This is an optimization exercise on Yosys and OpenROAD, whose aim is small area and a short achievable clock period, not a production implementation. The RTL was checked by simulation tests, not by an equivalence proof against the original design.

// calc_core
module calc_core (
	input clk,
	input [12:0] op_a,       
	input [12:0] op_b,       
	input [3:0] operator,    
	output [6:0] hex0,       
	output [6:0] hex1,
	output [6:0] hex2,
	output [6:0] hex3,
	output [6:0] hex4,
	output [6:0] hex5,       
	output [6:0] hex6        
);
Size in the first run: about 2000 cells after synthesis, roughly 21 flip-flops, about 80 I/O pins.
clock: 20.0 ns
lec_check: 0
abc_area: 1
cap_margin: 20
core_margin: 2
core_utilization: 45
slew_margin: 20
standard.sh (not shown) runs the stock make flow with config.mk's settings and CLKGATE_MAP_FILE= SYNTH_SCRIPT=/design/flow/synth_recipe.tcl, a recipe that flattens the netlist after the stock synthesis.
==> flow/flow/run.sh <==
#!/bin/bash
# Own layout flow: the standard ORFS flow (standard.sh), with synthesis
# mapping logic with flow/abc_area.script and without adder cells, and the
# extra make variables listed one per line in flow/make_args.txt.
set -euo pipefail
WORK=$(pwd)
rm -rf "$WORK/scripts_own"
cp -r "$FLOW_HOME/scripts" "$WORK/scripts_own"
cp "$WORK/flow/abc_area.script" "$WORK/scripts_own/abc_area.script"
ARGS=()
if [ -f "$WORK/flow/make_args.txt" ]; then
  while IFS= read -r line; do
    [ -n "$line" ] && ARGS+=("$line")
  done < "$WORK/flow/make_args.txt"
fi
bash standard.sh finish ABC_AREA=1 ADDER_MAP_FILE= SCRIPTS_DIR="$WORK/scripts_own" "${ARGS[@]}" > "$WORK/flow_make.log" 2>&1
==> flow/flow/abc_area.script <==
strash
dch
map -B 0.9
topo
stime -c
buffer -c
upsize -c
dnsize -c
==> flow/flow/make_args.txt <==
BUFFER_PORTS_ARGS=-buffer_cell sky130_fd_sc_hd__buf_2
SETUP_SLACK_MARGIN=9.7
The baseline went through all stages and came out clean.
==> next run, changes <==
==> flow/flow/make_args.txt (replaced) <==
BUFFER_PORTS_ARGS=-buffer_cell sky130_fd_sc_hd__buf_2
--- a/flow/config.mk
+++ b/flow/config.mk
@@ -9,4 +9,4 @@
 export CAP_MARGIN = 20
 export CORE_MARGIN = 2
-export CORE_UTILIZATION = 45
+export CORE_UTILIZATION = 75
 export SLEW_MARGIN = 20
After rerunning:
- sequential share of layout area is higher by 1.6 points
- worst hold slack gains 9.2 ps
- final cell count decreases by roughly a tenth
- fmax rises by a few percent
- routed wire length shrinks by about a fifth
- die area shrinks by well over a third
- synthesized cell count stays the same
- clock-buffer cell count does not change
- worst setup slack gets better by 430 ps
- utilization grows by 15 points

---

Another version of the RTL of calc_core (not shown whole).
Size in the first run: ~2100 cells after synthesis, roughly 37 flip-flops, roughly 11000 um^2 of cells after synthesis.
clock: 20.0 ns
lec_check: 0
abc_area: 1
cap_margin: 20
core_margin: 2
core_utilization: 50
slew_margin: 20
==> flow/flow/make_args.txt <==
BUFFER_PORTS_ARGS=-buffer_cell sky130_fd_sc_hd__buf_2
Scripts as last shown in full above: flow/flow/run.sh, flow/flow/abc_area.script
Edit:
Settings changed: CORE_UTILIZATION 50 to 60.
Outcome:
- The new run completed without violations
- cell area barely changes
- core utilization goes up by 11 points
- non-clock buffer count is unchanged

---

RTL: one of the versions met above, not the one the previous note started from.
Size in the first run: about 2,000 cells after synthesis, about 21 flip-flops, roughly 80 I/O pins, ~10,000 um2 of cells after synthesis.
==> flow/config.mk <==
export PLATFORM = sky130hd
export DESIGN_NAME = calc_core
export DESIGN_NICKNAME = calc_core
export VERILOG_FILES = /design/flow/design.v
export SDC_FILE = /design/flow/constraint.sdc
export NUM_CORES = 4
export LEC_CHECK = 0
export ABC_AREA = 1
export CAP_MARGIN = 20
export CORE_MARGIN = 2
export CORE_UTILIZATION = 60
export SLEW_MARGIN = 20
==> flow/constraint.sdc <==
create_clock -name core_clock -period 20.0 [get_ports {clk}]
set_input_delay 4.0000 -clock core_clock [delete_from_list [all_inputs] [get_ports {clk}]]
set_output_delay 4.0000 -clock core_clock [all_outputs]
set_load 0.01 [all_outputs]
Scripts as last shown in full above: flow/flow/run.sh, flow/flow/abc_area.script, flow/flow/make_args.txt
==> next run, changes <==
==> flow/flow/make_args.txt (replaced) <==
BUFFER_PORTS_ARGS=-buffer_cell sky130_fd_sc_hd__buf_2
SETUP_SLACK_MARGIN=11
What happened:
- With this change the flow aborted during global routing (5_1_grt)
- area after synthesis does not change
- synthesized cell count does not change

---

Another version of the RTL of calc_core (not shown whole).
Size in the first run: about 1600 cells after synthesis, ~21 flip-flops, roughly 80 I/O pins.
==> flow/config.mk <==
export PLATFORM = sky130hd
export DESIGN_NAME = calc_core
export DESIGN_NICKNAME = calc_core
export VERILOG_FILES = /design/flow/design.v
export SDC_FILE = /design/flow/constraint.sdc
export NUM_CORES = 4
export LEC_CHECK = 0
export ABC_AREA = 1
export CAP_MARGIN = 20
export CORE_MARGIN = 2
export CORE_UTILIZATION = 60
export SLEW_MARGIN = 20
==> flow/constraint.sdc <==
create_clock -name core_clock -period 20.0 [get_ports {clk}]
set_input_delay 4.0000 -clock core_clock [delete_from_list [all_inputs] [get_ports {clk}]]
set_output_delay 4.0000 -clock core_clock [all_outputs]
set_load 0.01 [all_outputs]
==> flow/flow/run.sh <==
#!/bin/bash
# Own layout flow: the standard ORFS flow, with synthesis mapping the
# logic with flow/abc_area.script and without extracting adder cells.
set -euo pipefail
WORK=$(pwd)
rm -rf "$WORK/scripts_own"
cp -r "$FLOW_HOME/scripts" "$WORK/scripts_own"
cp "$WORK/flow/abc_area.script" "$WORK/scripts_own/abc_area.script"
EXTRA=""
[ -f "$WORK/flow/extra.txt" ] && EXTRA=$(cat "$WORK/flow/extra.txt")
bash standard.sh finish ABC_AREA=1 ADDER_MAP_FILE= SCRIPTS_DIR="$WORK/scripts_own" $EXTRA > "$WORK/flow_make.log" 2>&1
==> flow/flow/abc_area.script <==
strash
dch
amap
topo
stime -c
buffer -c
upsize -c
dnsize -c
Next try:
==> flow/flow/abc_area.script (replaced) <==
strash
dch
map -B 0.9
topo
stime -c
buffer -c
upsize -c
dnsize -c
- critical path depth came out lower by 23
- setup slack improved by 5.6 ns
- via count came out higher by 11%
- utilization came out lower by 0.97 points
- area after synthesis came out higher by about 22%

---

Another version of the RTL of calc_core (not shown whole).
For scale: roughly 2000 cells after synthesis, ~30 flip-flops.
==> flow/config.mk <==
export PLATFORM = sky130hd
export DESIGN_NAME = calc_core
export DESIGN_NICKNAME = calc_core
export VERILOG_FILES = /design/flow/design.v
export SDC_FILE = /design/flow/constraint.sdc
export NUM_CORES = 4
export LEC_CHECK = 0
export ABC_AREA = 1
export CAP_MARGIN = 20
export CORE_MARGIN = 2
export CORE_UTILIZATION = 60
export SLEW_MARGIN = 20
==> flow/constraint.sdc <==
create_clock -name core_clock -period 20.0 [get_ports {clk}]
set_input_delay 4.0000 -clock core_clock [delete_from_list [all_inputs] [get_ports {clk}]]
set_output_delay 4.0000 -clock core_clock [all_outputs]
set_load 0.01 [all_outputs]
==> flow/flow/run.sh <==
#!/bin/bash
# Own layout flow: the standard ORFS flow (standard.sh), with synthesis
# mapping logic with flow/abc_area.script and without adder cells, and the
# extra make variables listed one per line in flow/make_args.txt
# (@WORK@ there stands for the work folder).
set -euo pipefail
WORK=$(pwd)
rm -rf "$WORK/scripts_own"
cp -r "$FLOW_HOME/scripts" "$WORK/scripts_own"
cp "$WORK/flow/abc_area.script" "$WORK/scripts_own/abc_area.script"
ARGS=()
if [ -f "$WORK/flow/make_args.txt" ]; then
  while IFS= read -r line; do
    [ -n "$line" ] && ARGS+=("${line//@WORK@/$WORK}")
  done < "$WORK/flow/make_args.txt"
fi
bash standard.sh finish ABC_AREA=1 ADDER_MAP_FILE= SCRIPTS_DIR="$WORK/scripts_own" "${ARGS[@]}" > "$WORK/flow_make.log" 2>&1
==> flow/flow/abc_area.script <==
strash
dch
map -B 0.9
topo
stime -c
buffer -c
upsize -c
dnsize -c
==> flow/flow/make_args.txt <==
BUFFER_PORTS_ARGS=-inputs -buffer_cell sky130_fd_sc_hd__buf_2
POST_GLOBAL_PLACE_TCL=@WORK@/flow/ports.tcl
==> flow/flow/ports.tcl <==
# Output port buffers: buf_1, each drives one output pin with its fixed load.
# (The input ports get buf_2 from buffer_ports in global_place.tcl.)
buffer_ports -outputs -buffer_cell sky130_fd_sc_hd__buf_1
Then changed:
--- a/flow/flow/run.sh
+++ b/flow/flow/run.sh
@@ -3,4 +3,3 @@
 # mapping logic with flow/abc_area.script and without adder cells, and the
-# extra make variables listed one per line in flow/make_args.txt
-# (@WORK@ there stands for the work folder).
+# extra make variables listed one per line in flow/make_args.txt.
 set -euo pipefail
@@ -13,3 +12,3 @@
   while IFS= read -r line; do
-    [ -n "$line" ] && ARGS+=("${line//@WORK@/$WORK}")
+    [ -n "$line" ] && ARGS+=("$line")
   done < "$WORK/flow/make_args.txt"
==> flow/flow/make_args.txt (replaced) <==
BUFFER_PORTS_ARGS=-buffer_cell sky130_fd_sc_hd__buf_2
SETUP_SLACK_MARGIN=10.5
TNS_END_PERCENT=10
SETUP_MOVE_SEQUENCE=sizeup,swap
removed: flow/flow/ports.tcl
Sequential share of layout area decreases by 0.51 points; critical path depth decreases by 4; via count increases by about 2.5%; design area increases by about 6.5%; cell count does not change; hold slack loses 0.011 ns; synthesized cell count does not change.
Then changed:
==> flow/flow/make_args.txt (replaced) <==
BUFFER_PORTS_ARGS=-buffer_cell sky130_fd_sc_hd__buf_2
What happened:
- core utilization falls by 3.8 points
- die area stays the same

---

Another version of the RTL of calc_core (not shown whole).
For scale: about 1,800 cells after synthesis, roughly 9100 µm² of cells after synthesis.
==> flow/config.mk <==
export PLATFORM = sky130hd
export DESIGN_NAME = calc_core
export DESIGN_NICKNAME = calc_core
export VERILOG_FILES = /design/flow/design.v
export SDC_FILE = /design/flow/constraint.sdc
export NUM_CORES = 4
export LEC_CHECK = 0
export ABC_AREA = 1
export CAP_MARGIN = 20
export CORE_MARGIN = 2
export CORE_UTILIZATION = 70
export SLEW_MARGIN = 20
==> flow/constraint.sdc <==
create_clock -name core_clock -period 20.0 [get_ports {clk}]
set_input_delay 4.0000 -clock core_clock [delete_from_list [all_inputs] [get_ports {clk}]]
set_output_delay 4.0000 -clock core_clock [all_outputs]
set_load 0.01 [all_outputs]
==> flow/flow/run.sh <==
#!/bin/bash
# Own layout flow: the standard ORFS flow (standard.sh), with synthesis
# mapping logic with flow/abc_area.script and without adder cells, and the
# extra make variables listed one per line in flow/make_args.txt.
set -euo pipefail
WORK=$(pwd)
rm -rf "$WORK/scripts_own"
cp -r "$FLOW_HOME/scripts" "$WORK/scripts_own"
cp "$WORK/flow/abc_area.script" "$WORK/scripts_own/abc_area.script"
ARGS=()
if [ -f "$WORK/flow/make_args.txt" ]; then
  while IFS= read -r line; do
    [ -n "$line" ] && ARGS+=("$line")
  done < "$WORK/flow/make_args.txt"
fi
bash standard.sh finish ABC_AREA=1 ADDER_MAP_FILE= SCRIPTS_DIR="$WORK/scripts_own" "${ARGS[@]}" > "$WORK/flow_make.log" 2>&1
==> flow/flow/abc_area.script <==
strash
dc2
dch -f
map -B 0.9
topo
stime -c
buffer -c
upsize -c
dnsize -c
==> flow/flow/make_args.txt <==
BUFFER_PORTS_ARGS=-buffer_cell sky130_fd_sc_hd__buf_2
The first run produced a clean layout.
Edit:
==> flow/flow/abc_area.script (replaced) <==
strash
dch
map -B 0.9
topo
stime -c
buffer -c
upsize -c
dnsize -c
CORE_UTILIZATION = 60   (was 70)
Result: Synthesized area is higher by 6.1%. Global-route usage is lower by 4.0 points. Worst setup slack is better by 130 ps. Sequential share of layout area is lower by 0.54 points.
Edit:
==> flow/flow/abc_area.script (replaced) <==
strash
dc2
dch -f
map -B 0.9
topo
stime -c
buffer -c
upsize -c
dnsize -c
Global-route usage falls by 0.71 points.
Utilization falls by 0.42 points.
Routed wire length falls by 9.0%.
Fmax is about the same.
Sequential cell count is unchanged.
Die area falls by 5.6%.
Edit:
==> flow/flow/abc_area.script (replaced) <==
strash
dc2
dch -f
map -B 0.9
strash
dch -f
map -B 0.9
topo
stime -c
buffer -c
upsize -c
dnsize -c
Result: Routed wire length falls by 3.2%; critical path depth falls by 4; design area falls by 1.2%; synthesized area falls by 1.3%; count of clock-buffer cells in the layout falls by 1.

## static timing again, ports no longer ideal
No port has a modelled driver above. Below, the same layouts with a new extraction and two added sets of constraints. Step 1 assumes that a clkbuf_16 drives the clock port and a buf_2 every other input. Step 2 moves the port delays by t, midway between the first and last clock arrival at a register: inputs arrive t later, outputs are due t later. That takes back most of the time a late clock gives input paths. Three values: ideal ports, drivers, drivers and shift; two values: the first two.
run | shift t [ns] | slack for setup (ns) | worst register clock-pin slew, ns | worst slew at a driven data input, ns
the first run of note 1 | 0.300 | 8.682 / 8.641 / 8.941 | 0.06 / 0.06 | 0.03
the second run of note 1 | 0.304 | 9.110 / 9.070 / 9.348 | 0.06 / 0.06 | 0.05
the first run of note 2 | 0.321 | 10.351 / 10.369 / 10.048 | 0.06 / 0.06 | 0.06
the second run of note 2 | 0.326 | 10.354 / 10.369 / 10.043 | 0.07 / 0.07 | 0.09
the first run of note 3 | 0.291 | 9.340 / 9.306 / 9.597 | 0.05 / 0.05 | 0.03
the first run of note 4 | 0.290 | 3.701 / 3.668 / 3.959 | 0.06 / 0.06 | 0.04
the second run of note 4 | 0.309 | 9.271 / 9.230 / 9.539 | 0.07 / 0.07 | 0.03
the first run of note 5 | 0.311 | 10.503 / 10.518 / 10.207 | 0.05 / 0.05 | 0.03
the second run of note 5 | 0.313 | 10.901 / 10.916 / 10.603 | 0.05 / 0.05 | 0.04
the third run of note 5 | 0.311 | 10.528 / 10.540 / 10.229 | 0.05 / 0.05 | 0.04
the first run of note 6 | 0.313 | 10.213 / 10.217 / 9.904 | 0.05 / 0.05 | 0.04
the second run of note 6 | 0.312 | 10.341 / 10.360 / 10.047 | 0.05 / 0.05 | 0.06
the third run of note 6 | 0.308 | 10.351 / 10.370 / 10.062 | 0.05 / 0.05 | 0.04
the fourth run of note 6 | 0.319 | 10.168 / 10.190 / 9.871 | 0.06 / 0.06 | 0.04
After both steps every run listed still meets setup and hold. The setup slack of the second run of note 2, which loses most, moves by +0.015 ns with the drivers and by -0.311 ns with both steps.
